What follows belongs to an exercise in optimizing a design on an open flow for small area and a short achievable clock period; a production flow would make more cautious choices.
No activity file was given, so power comes from the tool's default toggle rates.

==> flow/design.v <==
module sigmoid8_pla #(
    parameter WIDTH = 16,
    parameter SLICES = 8,
    parameter FP = 12
) (
    input wire clk,
    input wire rst,
    input wire signed [WIDTH - 1:0] x,
    output wire [WIDTH - 1:0] y
);
    localparam [64*13-1:0] TTAB = {13'd1181, 13'd1181, 13'd1181, 13'd1181, 13'd313, 13'd314, 13'd546, 13'd546, 13'd177, 13'd177, 13'd180, 13'd177, 13'd97, 13'd97, 13'd97, 13'd97, 13'd8189, 13'd8190, 13'd34, 13'd34, 13'd11, 13'd11, 13'd8191, 13'd11, 13'd0, 13'd0, 13'd0, 13'd0, 13'd0, 13'd0, 13'd0, 13'd0, 13'd4096, 13'd4096, 13'd4096, 13'd4096, 13'd4096, 13'd4096, 13'd4084, 13'd4096, 13'd4060, 13'd4060, 13'd4060, 13'd4060, 13'd4036, 13'd4037, 13'd3999, 13'd3999, 13'd3900, 13'd3900, 13'd3903, 13'd3900, 13'd3518, 13'd3518, 13'd3518, 13'd3518, 13'd3148, 13'd3149, 13'd2915, 13'd2915, 13'd2048, 13'd2048, 13'd2048, 13'd2048};
    reg [15:0] x_reg;
    always @(posedge clk) x_reg <= x;
    wire [9:0] r3lo = {1'b0, x_reg[8:0]} + {1'b0, x_reg[7:0], 1'b0};
    wire [4:0] r3hi = {2'b0, x_reg[11:9]} + {1'b0, x_reg[11:8]};
    reg [11:0] r_reg;
    reg [8:1] r3l_reg;
    reg [13:9] r3h_reg;
    reg        r3c_reg;
    reg [4:0]  q_reg;
    reg        z_reg;
    always @(posedge clk) begin
        r_reg   <= x_reg[11:0];
        r3l_reg <= r3lo[8:1];
        r3h_reg <= r3hi;
        r3c_reg <= r3lo[9];
        q_reg   <= x_reg[15:11];
        z_reg   <= ~|x_reg[10:0];
    end
    wire [13:0] r3 = {r3h_reg + {{(4){1'b0}}, r3c_reg}, r3l_reg, r_reg[0]};
    reg s23, s99, s369, s867;
    always @(*) begin
        s23 = 1'b0; s99 = 1'b0; s369 = 1'b0; s867 = 1'b0;
        case (q_reg)
            5'd20, 5'd21, 5'd22, 5'd9, 5'd10, 5'd11: s23 = 1'b1;
            5'd23, 5'd24, 5'd25, 5'd6, 5'd7, 5'd8: s99 = 1'b1;
            5'd26, 5'd27, 5'd28, 5'd3, 5'd4, 5'd5: s369 = 1'b1;
            5'd29, 5'd30, 5'd31, 5'd0, 5'd1, 5'd2: s867 = 1'b1;
            default: ;
        endcase
    end
    wire [12:0] tt = TTAB[{q_reg, z_reg}*13 +: 13];
    wire [11:0] nr = ~r_reg;
    wire [22:0] ta = ({23{s23}}  & {6'd0, r3, 3'd0}) |
                     ({23{s99}}  & {4'd0, r3, 5'd0}) |
                     ({23{s369}} & {2'd0, r3, 7'd0}) |
                     ({23{s867}} & {1'd0, r3, 8'd0}) |
                     {18'd0, s369, 3'b0, s23};
    wire [22:0] tb = ({23{s23}}  & {11'd0, nr}) |
                     ({23{s369}} & {7'd0, nr, 4'd0}) |
                     ({23{s867}} & {4'd0, r3, 5'd0});
    wire [22:0] tc = ({23{s99 | s867}} & {9'd0, r3}) |
                     ({23{s369}} & {11'd0, r_reg});
    wire [24:0] s1 = {2'b0, ta ^ tb ^ tc};
    wire [24:0] c1 = {1'b0, (ta & tb) | (ta & tc) | (tb & tc), 1'b0};
    wire [8:0] lo = {1'b0, s1[7:0]} + {1'b0, c1[7:0]};
    wire [12:0] u1 = s1[24:12];
    wire [12:0] u2 = c1[24:12];
    wire [12:0] us = u1 ^ u2 ^ tt;
    wire [12:0] uc = {(u1[11:0] & u2[11:0]) | (u1[11:0] & tt[11:0]) | (u2[11:0] & tt[11:0]), 1'b0};
    reg [16:0] hs_reg;
    reg [16:0] hc_reg;
    reg         lc_reg;
    always @(posedge clk) begin
        hs_reg <= {us, s1[11:8]};
        hc_reg <= {uc, c1[11:8]};
        lc_reg <= lo[8];
    end
    wire [16:0] ysum = hs_reg + hc_reg + {{(16){1'b0}}, lc_reg};
    reg [12:0] y_reg;
    always @(posedge clk or posedge rst) begin
        if (rst) y_reg <= 13'd0;
        else     y_reg <= ysum[16:4];
    end
    assign y = {3'b000, y_reg};
endmodule
clock: 5.5 ns
lec_check: 0
cap_margin: 20
core_margin: 2
core_utilization: 65
setup_slack_margin: 3.3
slew_margin: 20
standard.sh (not shown) runs the stock make flow with config.mk's settings and CLKGATE_MAP_FILE= SYNTH_SCRIPT=/design/flow/synth_recipe.tcl, a recipe that flattens the netlist after the stock synthesis.
==> flow/flow/run.sh <==
#!/bin/bash
# Own layout flow: the standard ORFS flow (standard.sh, unchanged synthesis),
# with a plain buffer on every port instead of the delay cells buffer_ports
# picks by default, and a clock tree with fewer, smaller buffers.
set -euo pipefail
export BUFFER_PORTS_ARGS="-buffer_cell ${OWN_PORT_BUF:-sky130_fd_sc_hd__buf_2}"
export CTS_ARGS="-sink_clustering_enable -repair_clock_nets -sink_clustering_size ${OWN_CTS_SIZE:-30} -sink_clustering_max_diameter ${OWN_CTS_DIAM:-80} -buf_list ${OWN_CTS_BUF:-sky130_fd_sc_hd__clkbuf_8} -dont_use_dummy_load"
bash standard.sh > standard_flow.log 2>&1
Edit:
--- a/flow/design.v
+++ b/flow/design.v
@@ -27,16 +27,16 @@
         q_reg   <= x_reg[15:11];
         z_reg   <= ~|x_reg[10:0];
     end
     wire [13:0] r3 = {r3h_reg + {{(4){1'b0}}, r3c_reg}, r3l_reg, r_reg[0]};
-    reg s23, s99, s369, s867;
+    reg s23, s99, s369, s867, sc;
     always @(*) begin
-        s23 = 1'b0; s99 = 1'b0; s369 = 1'b0; s867 = 1'b0;
+        s23 = 1'b0; s99 = 1'b0; s369 = 1'b0; s867 = 1'b0; sc = 1'b0;
         case (q_reg)
             5'd20, 5'd21, 5'd22, 5'd9, 5'd10, 5'd11: s23 = 1'b1;
-            5'd23, 5'd24, 5'd25, 5'd6, 5'd7, 5'd8: s99 = 1'b1;
+            5'd23, 5'd24, 5'd25, 5'd6, 5'd7, 5'd8: begin s99 = 1'b1; sc = 1'b1; end
             5'd26, 5'd27, 5'd28, 5'd3, 5'd4, 5'd5: s369 = 1'b1;
-            5'd29, 5'd30, 5'd31, 5'd0, 5'd1, 5'd2: s867 = 1'b1;
+            5'd29, 5'd30, 5'd31, 5'd0, 5'd1, 5'd2: begin s867 = 1'b1; sc = 1'b1; end
             default: ;
         endcase
     end
     wire [12:0] tt = TTAB[{q_reg, z_reg}*13 +: 13];
@@ -48,29 +48,30 @@
                      {18'd0, s369, 3'b0, s23};
     wire [22:0] tb = ({23{s23}}  & {11'd0, nr}) |
                      ({23{s369}} & {7'd0, nr, 4'd0}) |
                      ({23{s867}} & {4'd0, r3, 5'd0});
-    wire [22:0] tc = ({23{s99 | s867}} & {9'd0, r3}) |
+    wire [22:0] tc = ({23{sc}} & {9'd0, r3}) |
                      ({23{s369}} & {11'd0, r_reg});
     wire [24:0] s1 = {2'b0, ta ^ tb ^ tc};
     wire [24:0] c1 = {1'b0, (ta & tb) | (ta & tc) | (tb & tc), 1'b0};
-    wire [8:0] lo = {1'b0, s1[7:0]} + {1'b0, c1[7:0]};
-    wire [12:0] u1 = s1[24:12];
-    wire [12:0] u2 = c1[24:12];
-    wire [12:0] us = u1 ^ u2 ^ tt;
-    wire [12:0] uc = {(u1[11:0] & u2[11:0]) | (u1[11:0] & tt[11:0]) | (u2[11:0] & tt[11:0]), 1'b0};
-    reg [16:0] hs_reg;
-    reg [16:0] hc_reg;
+    wire [10:0] lo = {1'b0, s1[9:0]} + {1'b0, c1[9:0]};
+    wire [14:0] u1 = s1[24:10];
+    wire [14:0] u2 = c1[24:10];
+    wire [14:0] u3 = {tt, {(2){1'b0}}};
+    wire [14:0] us = u1 ^ u2 ^ u3;
+    wire [14:0] uc = {(u1[13:0] & u2[13:0]) | (u1[13:0] & u3[13:0]) | (u2[13:0] & u3[13:0]), 1'b0};
+    reg [14:0] hs_reg;
+    reg [14:1] hc_reg;
     reg         lc_reg;
     always @(posedge clk) begin
-        hs_reg <= {us, s1[11:8]};
-        hc_reg <= {uc, c1[11:8]};
-        lc_reg <= lo[8];
+        hs_reg <= us;
+        hc_reg <= uc[14:1];
+        lc_reg <= lo[10];
     end
-    wire [16:0] ysum = hs_reg + hc_reg + {{(16){1'b0}}, lc_reg};
+    wire [14:0] ysum = hs_reg + {hc_reg, 1'b0} + {{(14){1'b0}}, lc_reg};
     reg [12:0] y_reg;
     always @(posedge clk or posedge rst) begin
         if (rst) y_reg <= 13'd0;
-        else     y_reg <= ysum[16:4];
+        else     y_reg <= ysum[14:2];
     end
     assign y = {3'b000, y_reg};
 endmodule
Effect: Register-to-register slack gets worse by 60 ps. Global-route usage rose by 0.68 points. Sequential power fell by 2.5%. Clock power fell by about 5%. Synthesized area rose by 2.5%. Via count rose by 1.2%. Clock-buffer cell count is unchanged. Maximum frequency fell by 2.7%.
Function was not checked in any run of this note: the RTL went through the layout flow alone.

-- separate check: timing with driven ports --
The results above use ideal ports. As a check the final layouts listed here were re-extracted and re-timed, cells and wires unchanged.
Step 1 (the two cells are an assumption about what drives the block):
set clk [get_ports {clk}]
set_driving_cell -lib_cell sky130_fd_sc_hd__clkbuf_16 $clk
set_driving_cell -lib_cell sky130_fd_sc_hd__buf_2 [delete_from_list [all_inputs] $clk]
Step 2, shift: input delay + t, output delay - t, t = (earliest + latest rising clock arrival at the registers) / 2. This alone moves slack from input paths to output paths.
Slacks: no drivers / after step 1 / after step 2; pairs: no drivers / after step 1.
run | t, ns | setup WS [ns] | worst setup path after step 2
the first run | 0.381 | 3.297 / 3.297 / 3.297 | register to register
the second run | 0.366 | 3.236 / 3.236 / 3.236 | register to register
After both steps every run listed still meets setup and hold.
